From an optimization exercise on the open Yosys and OpenROAD flow, aimed at small area; shortcuts taken in it are not production practice. Function was checked by simulation only, so behaviour that the tests miss may differ from the original. Power is estimated from default activity; no workload was simulated.

Design game, start of the top module:
module game(
	input clk,
	input move_en,
	input load,
	input [3:0] load_stage,
	input [9:0] load_x, load_y,
	input load_grav, load_ckpt,
	input bright,
	input rst,
	input up, input down, input left, input right,
	input [9:0] hCount, vCount,
	output reg [11:0] rgb,
	output [9:0] char_x, char_y,
	output [3:0] level
	);
Size in the first run: about 91 I/O pins, roughly 7600 um2 of cells after synthesis.
==> flow/config.mk <==
export PLATFORM = sky130hd
export DESIGN_NAME = game
export DESIGN_NICKNAME = game
export VERILOG_FILES = /design/flow/design.v
export SDC_FILE = /design/flow/constraint.sdc
export NUM_CORES = 4
export LEC_CHECK = 0
export ABC_AREA = 1
export CAP_MARGIN = 0
export CORE_MARGIN = 2
export CORE_UTILIZATION = 35
export CTS_BUF_LIST = sky130_fd_sc_hd__clkbuf_4 sky130_fd_sc_hd__clkbuf_8
export GPL_TIMING_DRIVEN = 0
export SLEW_MARGIN = 0
==> flow/constraint.sdc <==
create_clock -name core_clock -period 10.0 [get_ports {clk}]
set_input_delay 2.0000 -clock core_clock [delete_from_list [all_inputs] [get_ports {clk}]]
set_output_delay 2.0000 -clock core_clock [all_outputs]
set_load 0.01 [all_outputs]
standard.sh (not shown) runs the stock make flow with config.mk's settings and CLKGATE_MAP_FILE= SYNTH_SCRIPT=/design/flow/synth_recipe.tcl, a recipe that flattens the netlist after the stock synthesis.
==> flow/flow/run.sh <==
#!/bin/bash
# Standard synthesis; then the combinational logic alone is re-synthesised for area with ABC
# (&deepsyn from several seeds in parallel, area mapping, smallest result kept). Registers, their
# names and cell types are left exactly as the standard synthesis made them. Then the standard
# layout, with the smallest buffer cell for the port buffers.
set -euo pipefail
R=orfs/results/${FLOW_PLATFORM}/game/base
L=orfs/logs/${FLOW_PLATFORM}/game/base
LIB=${FLOW_HOME}/platforms/${FLOW_PLATFORM}/lib/sky130_fd_sc_hd__tt_025C_1v80.lib
DST=${DEEPSYN_T:-900}
bash standard.sh synth > standard_synth.log 2>&1
cp $R/1_2_yosys.v standard_1_2_yosys.v
python3 flow/mkcells.py cells_comb.v > mkcells.log 2>&1
DU=$(grep -o -- "-dont_use [^ ]*" $L/1_2_yosys.log | sort -u | tr '\n' ' ')
remap() { # $1 = tag, $2 = abc script
  printf '%s\n' "$2" | tr ';' '\n' > remap_$1.abc
  yosys -l remap_$1_yosys.log -p "read_liberty -lib $LIB; \
    read_verilog standard_1_2_yosys.v; hierarchy -top ${FLOW_TOP}; techmap -map cells_comb.v; \
    opt -purge; techmap; opt -fast -purge; \
    abc -liberty $LIB $DU -script remap_$1.abc; opt_clean -purge; \
    hilomap -singleton -hicell sky130_fd_sc_hd__conb_1 HI -locell sky130_fd_sc_hd__conb_1 LO; \
    splitnets; opt_clean -purge; check -assert; tee -o remap_$1.stat stat -liberty $LIB; \
    write_verilog -noattr -noexpr -nohex -nodec remapped_$1.v" > /dev/null 2>&1 || true
}
remap a "strash; dc2; dch -f; map -a; strash; dch -f; amap" &
for S in 5 6 7 8; do
  remap s$S "strash; &get -n; &deepsyn -T $DST -S $S; &put; dch -f; amap" &
done
wait
best=""; besta=""
for t in a s5 s6 s7 s8; do
  [[ -s remapped_$t.v && -s remap_$t.stat ]] || continue
  a=$(grep -i "chip area" remap_$t.stat | awk '{print $NF}')
  echo "$t $a" >> remap_areas.log
  if [[ -z "$best" ]] || python3 -c "import sys; sys.exit(0 if $a < $besta else 1)"; then best=$t; besta=$a; fi
done
echo "best $best $besta" >> remap_areas.log
cp remapped_$best.v $R/1_2_yosys.v
bash standard.sh BUFFER_PORTS_ARGS="-buffer_cell sky130_fd_sc_hd__buf_1" finish > standard_finish.log 2>&1
Other scripts of this flow, unchanged in this note and not shown: flow/flow/mkcells.py
Next try:
--- a/flow/flow/run.sh
+++ b/flow/flow/run.sh
@@ -9,3 +9,3 @@
 LIB=${FLOW_HOME}/platforms/${FLOW_PLATFORM}/lib/sky130_fd_sc_hd__tt_025C_1v80.lib
-DST=${DEEPSYN_T:-900}
+DST=${DEEPSYN_T:-30}
 bash standard.sh synth > standard_synth.log 2>&1
@@ -25,3 +25,3 @@
 remap a "strash; dc2; dch -f; map -a; strash; dch -f; amap" &
-for S in 5 6 7 8; do
+for S in 1 2 3; do
   remap s$S "strash; &get -n; &deepsyn -T $DST -S $S; &put; dch -f; amap" &
@@ -30,3 +30,3 @@
 best=""; besta=""
-for t in a s5 s6 s7 s8; do
+for t in a s1 s2 s3; do
   [[ -s remapped_$t.v && -s remap_$t.stat ]] || continue
Settings changed: CAP_MARGIN 0 to 10, SLEW_MARGIN 0 to 10.
After rerunning: The new run finished clean; flip-flop and latch count does not change; setup slack loses 0.068 ns; first-iteration DRC count grows by 31%.
Next try:
Settings changed: CAP_MARGIN 10 to 0, GPL_TIMING_DRIVEN 0 to default, SLEW_MARGIN 10 to 0.
Synthesized cell count is unchanged; count of clock-buffer cells in the layout is unchanged; flip-flop and latch count is unchanged; area after synthesis does not change; design area went up by a few percent; total power went up slightly; sequential share of layout area went down by 0.17 points; wire length went up by a few percent; critical path depth went down by 3; combinational power went up by a few percent.
Next try:
--- a/flow/flow/run.sh
+++ b/flow/flow/run.sh
@@ -9,3 +9,3 @@
 LIB=${FLOW_HOME}/platforms/${FLOW_PLATFORM}/lib/sky130_fd_sc_hd__tt_025C_1v80.lib
-DST=${DEEPSYN_T:-30}
+DST=${DEEPSYN_T:-1200}
 bash standard.sh synth > standard_synth.log 2>&1
@@ -24,4 +24,4 @@
 }
-remap a "strash; dc2; dch -f; map -a; strash; dch -f; amap" &
-for S in 1 2 3; do
+
+for S in 11 12 13 14; do
   remap s$S "strash; &get -n; &deepsyn -T $DST -S $S; &put; dch -f; amap" &
@@ -30,3 +30,3 @@
 best=""; besta=""
-for t in a s1 s2 s3; do
+for t in s11 s12 s13 s14; do
   [[ -s remapped_$t.v && -s remap_$t.stat ]] || continue
Settings changed: CAP_MARGIN 0 to 10, GPL_TIMING_DRIVEN from default to 0, SETUP_SLACK_MARGIN from default to 0.1, SLEW_MARGIN 0 to 10.
Cell area goes down by 7.6%.
Power goes down by 32%.
Sequential power goes down by about 7%.
Next try:
--- a/flow/flow/run.sh
+++ b/flow/flow/run.sh
@@ -9,3 +9,3 @@
 LIB=${FLOW_HOME}/platforms/${FLOW_PLATFORM}/lib/sky130_fd_sc_hd__tt_025C_1v80.lib
-DST=${DEEPSYN_T:-1200}
+DST=${DEEPSYN_T:-720}
 bash standard.sh synth > standard_synth.log 2>&1
@@ -24,4 +24,4 @@
 }
-
-for S in 11 12 13 14; do
+remap a "strash; dc2; dch -f; map -a; strash; dch -f; amap" &
+for S in 1 2 3; do
   remap s$S "strash; &get -n; &deepsyn -T $DST -S $S; &put; dch -f; amap" &
@@ -30,3 +30,3 @@
 best=""; besta=""
-for t in s11 s12 s13 s14; do
+for t in a s1 s2 s3; do
   [[ -s remapped_$t.v && -s remap_$t.stat ]] || continue
Settings changed: GPL_TIMING_DRIVEN 0 to default, SETUP_SLACK_MARGIN 0.1 to default.
After rerunning:
- area after synthesis is about the same
- cell count grows by 2.0%
- non-clock buffer count grows by 36
- via count grows by 6.3%

[what the ideal ports hide]
The results above use ideal ports. As a check the final layouts listed here were re-extracted and re-timed, cells and wires unchanged. Step 1: set_driving_cell puts a clkbuf_16 on clk and a buf_2 on each other input, an assumption about the parent block. Step 2 adds t to the input delays and takes it off the output delays; t is the mean of the earliest and latest rising clock arrival at the registers after step 1. Input paths then give back, and output paths get back, about the clock's delay inside the block. Slacks: ideal / step 1 / step 2; pairs: ideal / step 1.
| run | t, ns | slack for setup (ns) | worst setup path after step 2 | slew at the worst register clock pin (ns) |
|---|---|---|---|---|
| the first run | 0.313 | 0.316 / 0.284 / 0.284 | input to output | 0.10 / 0.10 |
| the second run | 0.306 | 0.248 / 0.227 / 0.227 | input to output | 0.09 / 0.09 |
| the third run | 0.322 | 0.769 / 0.735 / 0.735 | input to output | 0.10 / 0.10 |
| the fourth run | 0.310 | 0.323 / 0.286 / 0.286 | input to output | 0.09 / 0.09 |
| the fifth run | 0.331 | 0.571 / 0.548 / 0.548 | input to output | 0.11 / 0.11 |
After both steps setup and hold are still met in every run listed. For the fourth run, which loses most, drivers alone change the setup slack by -0.037 ns; drivers and shift together by -0.037 ns.
